From an optimization exercise on the open Yosys and OpenROAD flow, aimed at small area; shortcuts taken in it are not production practice.
Only simulation tests tie the RTL to the original design; equivalence was not proved.
No activity file was given, so power comes from the tool's default toggle rates.

==> run a: inputs <==
==> flow/design.v <==
module top(
    input clk,
    input rst,
    input dht_data,
    output tx,
    output led_red,
    output led_green,
    output led_blue
);
    reg [8:0] q;
    reg [8:0] b;
    reg [9:0] cap;       
    reg       red, blue;
    reg       valid;
    wire q_fb  = q[3] ^ q[8];
    wire tick  = (q == 9'b011110001);
    wire samp  = (q == 9'b001111000);
    wire last  = b[8] & (&b[4:0]);                
    wire done  = tick & last;                     
    wire shift = samp & (b[8:3] == 6'b100000);    
    wire clear = ~b[8] & b[7];                    
    wire [1:0] ch = cap[9:8];
    wire [3:0] ct = cap[7:4];
    wire [3:0] co = cap[3:0];
    function [3:0] adj(input [3:0] d);
        reg a3;
        begin
            a3 = d[3] | (d[2] & (d[1] | d[0]));
            adj = {a3,
                   (d[3] & d[0]) | (d[2] & ~d[1] & ~d[0]),
                   (d[1] & (~d[2] | d[0])) | (d[3] & ~d[0]),
                   d[0] ^ a3};
        end
    endfunction
    wire [3:0] oa = adj(co);
    wire [3:0] ta = adj(ct);
    wire [8:0] q_nx;
    assign q_nx[0] = tick ? (last ? 1'b1 : 1'b0) : q_fb;
    assign q_nx[1] = q[0];
    assign q_nx[2] = q[1];
    assign q_nx[3] = q[2];
    assign q_nx[4] = tick ? (last ? 1'b0 : 1'b1) : q[3];
    assign q_nx[5] = q[4];
    assign q_nx[6] = q[5];
    assign q_nx[7] = tick ? (last ? 1'b1 : 1'b0) : q[6];
    assign q_nx[8] = q[7];
    always @(posedge clk or posedge rst) begin
        if (rst) begin
            q <= 9'b111100011;
            b <= 9'd12;
            red <= 1'b0;
            blue <= 1'b1;
            valid <= 1'b0;
        end else begin
            q <= q_nx;
            if (tick)
                b <= last ? 9'd12 : b + 9'd1;
            if (done) begin
                red <= (|ch) | ct[3] | ct[2] | (ct[1] & ct[0] & (|co));
                blue <= ~((|ch) | ct[3] | ct[2] | ct[1]);
                valid <= 1'b1;
            end
        end
    end
    always @(posedge clk) begin
        if (shift)
            cap <= {cap[8], ta, oa, dht_data};
        else if (clear)
            cap <= 10'd0;
    end
    assign led_red   = red;
    assign led_blue  = blue;
    assign led_green = ~red & ~blue;
    reg [10:0] p;
    reg [3:0]  s;
    reg [1:0]  c;
    reg [9:0]  v;       
    wire p_fb = p[8] ^ p[10];
    wire pt  = (p == 11'b10000001001);
    wire s9  = &s;
    wire c3  = &c;
    wire eom = pt & s9 & c3;
    wire [10:0] p_nx;
    assign p_nx[0] = p_fb;
    assign p_nx[1] = p[0];
    assign p_nx[2] = pt ? (s9 ? (c3 ? 1'b0 : 1'b1) : 1'b1) : p[1];
    assign p_nx[3] = pt ? (s9 ? (c3 ? 1'b0 : 1'b0) : 1'b1) : p[2];
    assign p_nx[4] = pt ? (s9 ? (c3 ? 1'b0 : 1'b0) : 1'b0) : p[3];
    assign p_nx[5] = p[4];
    assign p_nx[6] = p[5];
    assign p_nx[7] = p[6];
    assign p_nx[8] = p[7];
    assign p_nx[9] = pt ? (s9 ? (c3 ? 1'b1 : 1'b0) : 1'b0) : p[8];
    assign p_nx[10] = pt ? (s9 ? (c3 ? 1'b1 : 1'b1) : 1'b0) : p[9];
    always @(posedge clk or posedge rst) begin
        if (rst) begin
            p <= 11'b01111111010;
            s <= 4'd15;
            c <= 2'd0;
        end else begin
            p <= p_nx;
            if (pt) begin
                s <= s9 ? 4'd6 : s + 4'd1;
                if (s9)
                    c <= c + 2'd1;
            end
        end
    end
    wire fresh = done | (~b[8] & ~b[7]);    
    always @(posedge clk) begin
        if (eom & fresh)
            v <= cap;
    end
    wire [1:0] k = s[1:0];    
    reg dbit;
    always @(*) begin
        case (c)
            2'd0: dbit = ~k[1] & v[{3'b100, k[0]}];
            2'd1: dbit = v[{2'b01, k}];
            2'd2: dbit = v[{2'b00, k}];
            default: dbit = k[0];
        endcase
    end
    assign tx = ~valid | (s == 4'd6) |
                ((s[3:2] == 2'b10) & dbit) |
                ((s[3:1] == 3'b110) & ~c3);
endmodule
==> flow/flow/run.sh <==
#!/bin/bash
# Own layout flow: the standard flow (standard.sh) with two changes:
#  - synthesis maps with an area-oriented ABC script (flow/area.abc) instead
#    of ORFS's speed script; everything else in synthesis is the standard flow's;
#  - ports are buffered with the smallest buffer (buf_1).
# Each tool's output stays in orfs/logs/; make's output goes to flow.log.
set -euo pipefail
W=$(pwd)
sed 's|^  log_cmd abc {\*}\$abc_args$|  log_cmd abc -script '"$W"'/flow/area.abc {*}[lrange $abc_args 2 end]|' \
    "$FLOW_HOME/scripts/synth.tcl" > "$W/synth_area.tcl"
grep -q "flow/area.abc" "$W/synth_area.tcl"
sed 's|^source \$::env(SCRIPTS_DIR)/synth.tcl$|source '"$W"'/synth_area.tcl|' synth_recipe.tcl > "$W/synth_top.tcl"
grep -q "synth_area.tcl" "$W/synth_top.tcl"
sed -e 's|SYNTH_SCRIPT=[^ ]*|SYNTH_SCRIPT='"$W"'/synth_top.tcl "BUFFER_PORTS_ARGS=-buffer_cell sky130_fd_sc_hd__buf_1"|' \
    standard.sh > "$W/my_standard.sh"
grep -q "synth_top.tcl" "$W/my_standard.sh"
bash "$W/my_standard.sh" > "$W/flow.log" 2>&1
==> flow/flow/area.abc <==
strash
ifraig
scorr
dc2
strash
&get -n
&dch -f
&nf -a
&put
==> flow/standard.sh <==
#!/bin/bash
# synth_recipe.tcl (not shown) runs the flow's synth.tcl, then flattens the netlist and writes it again
# the make line also repeats each setting of config.mk as NAME=value (left out here)
make -C /OpenROAD-flow-scripts/flow DESIGN_CONFIG=/design/flow/config.mk WORK_HOME=/design/flow/orfs CLKGATE_MAP_FILE= SYNTH_SCRIPT=/design/flow/synth_recipe.tcl "${@:-finish}"
==> flow/config.mk <==
export PLATFORM = sky130hd
export DESIGN_NAME = top
export DESIGN_NICKNAME = top
export VERILOG_FILES = /design/flow/design.v
export SDC_FILE = /design/flow/constraint.sdc
export NUM_CORES = 4
export LEC_CHECK = 0
export CAP_MARGIN = 20
export CORE_MARGIN = 2
export CORE_UTILIZATION = 65
export CTS_BUF_LIST = sky130_fd_sc_hd__clkbuf_4
export CTS_CLUSTER_DIAMETER = 100
export CTS_CLUSTER_SIZE = 30
export PLACE_DENSITY = 0.75
export SLEW_MARGIN = 20
==> flow/constraint.sdc <==
create_clock -name core_clock -period 20.0 [get_ports {clk}]
set_input_delay 4.0000 -clock core_clock [delete_from_list [all_inputs] [get_ports {clk}]]
set_output_delay 4.0000 -clock core_clock [all_outputs]
set_load 0.01 [all_outputs]
==> run b: changes against run a <==
==> flow/design.v (replaced) <==
module top(
    input clk,
    input rst,
    input dht_data,
    output tx,
    output led_red,
    output led_green,
    output led_blue
);
    reg [8:0] q;
    reg [8:0] b;
    reg [9:0] temp;      
    reg [9:0] cap;       
    reg       valid;
    wire tick  = (q == 9'd500);
    wire sp    = (b == 9'd288);
    wire last  = (b == 9'd287);
    wire done  = sp & (q == 9'd232);
    wire shift = tick & (b[8:3] == 6'b100000);    
    wire clear = ~b[8] & b[7];                    
    wire [3:0] o  = cap[3:0];
    wire [3:0] t  = cap[7:4];
    wire [3:0] oa = (o >= 4'd5) ? o + 4'd3 : o;
    wire [3:0] ta = (t >= 4'd5) ? t + 4'd3 : t;
    wire [9:0] dd = {cap[8], ta, oa, dht_data};
    always @(posedge clk or posedge rst) begin
        if (rst) begin
            q <= 9'd233;
            b <= 9'd288;
            temp <= 10'd0;
            valid <= 1'b0;
        end else begin
            if (tick) begin
                q <= last ? 9'd232 : 9'd0;
                b <= sp ? 9'd13 : b + 9'd1;
            end else begin
                q <= q + 9'd1;
            end
            if (done) begin
                temp <= cap;
                valid <= 1'b1;
            end
        end
    end
    always @(posedge clk) begin
        if (done)
            cap <= temp;
        else if (shift)
            cap <= dd;
        else if (clear)
            cap <= 10'd0;
    end
    assign led_red   = (temp[9:8] != 2'd0) | (temp[7:4] > 4'd3) |
                       ((temp[7:4] == 4'd3) & (temp[3:0] != 4'd0));
    assign led_blue  = (temp[9:8] == 2'd0) & (temp[7:4] < 4'd2);
    assign led_green = ~led_red & ~led_blue;
    reg [10:0] p;
    reg [3:0]  s;
    reg [1:0]  c;
    reg        old;     
    wire pt  = (p == 11'd1251);
    wire s9  = (s == 4'd9);
    wire c3  = (c == 2'd3);
    wire eom = pt & s9 & c3;
    always @(posedge clk or posedge rst) begin
        if (rst) begin
            p <= 11'd0;
            s <= 4'd0;
            c <= 2'd0;
        end else if (valid) begin
            if (pt) begin
                p <= {9'd0, ~s9, s9 & ~c3};
                s <= s9 ? 4'd0 : s + 4'd1;
                if (s9)
                    c <= c + 2'd1;
            end else begin
                p <= p + 11'd1;
            end
        end
    end
    always @(posedge clk) begin
        if (~valid | eom)
            old <= 1'b0;
        else if (done)
            old <= 1'b1;
    end
    wire [9:0] v = old ? cap : temp;
    wire [1:0] k = s[1:0] - 2'd2;    
    reg dbit;
    always @(*) begin
        case (c)
            2'd0: dbit = ~k[1] & v[{3'b100, k[0]}];
            2'd1: dbit = v[{2'b01, k}];
            2'd2: dbit = v[{2'b00, k}];
            default: dbit = k[0];
        endcase
    end
    assign tx = (s == 4'd0) |
                ((s >= 4'd2) & (s <= 4'd5) & dbit) |
                ((s == 4'd6 | s == 4'd7) & ~c3);
endmodule
==> flow/run.sh (new file) <==
#!/bin/bash
# synth_recipe.tcl (not shown) runs the flow's synth.tcl, then flattens the netlist and writes it again
# the make line also repeats each setting of config.mk as NAME=value (left out here)
make -C /OpenROAD-flow-scripts/flow DESIGN_CONFIG=/design/flow/config.mk WORK_HOME=/design/flow/orfs CLKGATE_MAP_FILE= SYNTH_SCRIPT=/design/flow/synth_recipe.tcl finish
- CORE_UTILIZATION: 65 -> 40
- CTS_BUF_LIST: sky130_fd_sc_hd__clkbuf_4 -> default
- CTS_CLUSTER_DIAMETER: 100 -> default
- CTS_CLUSTER_SIZE: 30 -> default
- PLACE_DENSITY: 0.75 -> default
removed: flow/flow/run.sh
removed: flow/flow/area.abc
removed: flow/standard.sh
==> run c: changes against run a <==
==> flow/run.sh (new file) <==
#!/bin/bash
# synth_recipe.tcl (not shown) runs the flow's synth.tcl, then flattens the netlist and writes it again
# the make line also repeats each setting of config.mk as NAME=value (left out here)
make -C /OpenROAD-flow-scripts/flow DESIGN_CONFIG=/design/flow/config.mk WORK_HOME=/design/flow/orfs CLKGATE_MAP_FILE= SYNTH_SCRIPT=/design/flow/synth_recipe.tcl finish
- CORE_UTILIZATION: 65 -> 40
- PLACE_DENSITY: 0.75 -> default
removed: flow/flow/run.sh
removed: flow/flow/area.abc
removed: flow/standard.sh
==> qor summary <==
	run a	run c	run b
Status	finished clean	finished clean	finished clean
Clock Pin Slew Worst Setup and Hold Paths	0.08 ns	0.10 ns	0.06 ns
Endpoint with the worst hold slack	p[7]$_DFF_PP1_	q[6]$_DFF_PP1_	b[6]$_DFFE_PP0P_
Synthesized flop and latch total	58	58	57
Clk latency of the worst-skew pair	0.38 ns	0.41 ns	0.34 ns
Netlist area before placement	0.00246 mm²	0.00255 mm²	0.00317 mm²
Number of vias per cell	5.81	5.29	5.38
Switching share of total power	19.5%	23.5%	22.2%
Clock network fraction of total power	39.1%	41.2%	43.3%
Detailed router's first-iteration violation count	80	64	143
Proportion of synthesized flip-flops having asynchronous set or reset	65.5%	65.5%	80.7%
Number of sequential cells in the layout	58	58	57
Power after layout	0.204 mW	0.212 mW	0.212 mW
Height of the die	65.5 µm	83.8 µm	93.0 µm
Final non-clock buffer share	1.40%	2.65%	1.94%
Post-Route Hold Slack	0.374 ns	0.372 ns	0.509 ns
Proportion of synthesized area in mux cells	1.83%	3.44%	9.00%
Area occupied by registers	0.00158 mm²	0.00158 mm²	0.00148 mm²
Worst VDD drop	0.0423 mV	0.0328 mV	0.0318 mV
Final min period	6.39 ns	6.45 ns	6.64 ns

## what the ideal ports hide
The flow's constraints put no driver on any port. The routed layouts listed below were extracted and timed again, unchanged, in two steps. Step 1, drivers: a clkbuf_16 drives clk and a buf_2 each remaining input, both assumed. Step 2 also shifts input and output timing later by t, the mid clock arrival at the registers, as if the neighbouring blocks saw the same clock. Slacks: ideal ports / drivers / drivers and shift; pairs: ideal ports / drivers.
run	t, ns	setup slack, ns	worst slew at a driven data input, ns	cell pins on the clock port's net
run a	0.404	13.612 / 13.587 / 13.991	0.03	1
run b	0.364	13.360 / 13.330 / 13.694	0.03	1
run c	0.434	13.545 / 13.519 / 13.953	0.03	1
After both steps setup and hold are still met in every run listed.
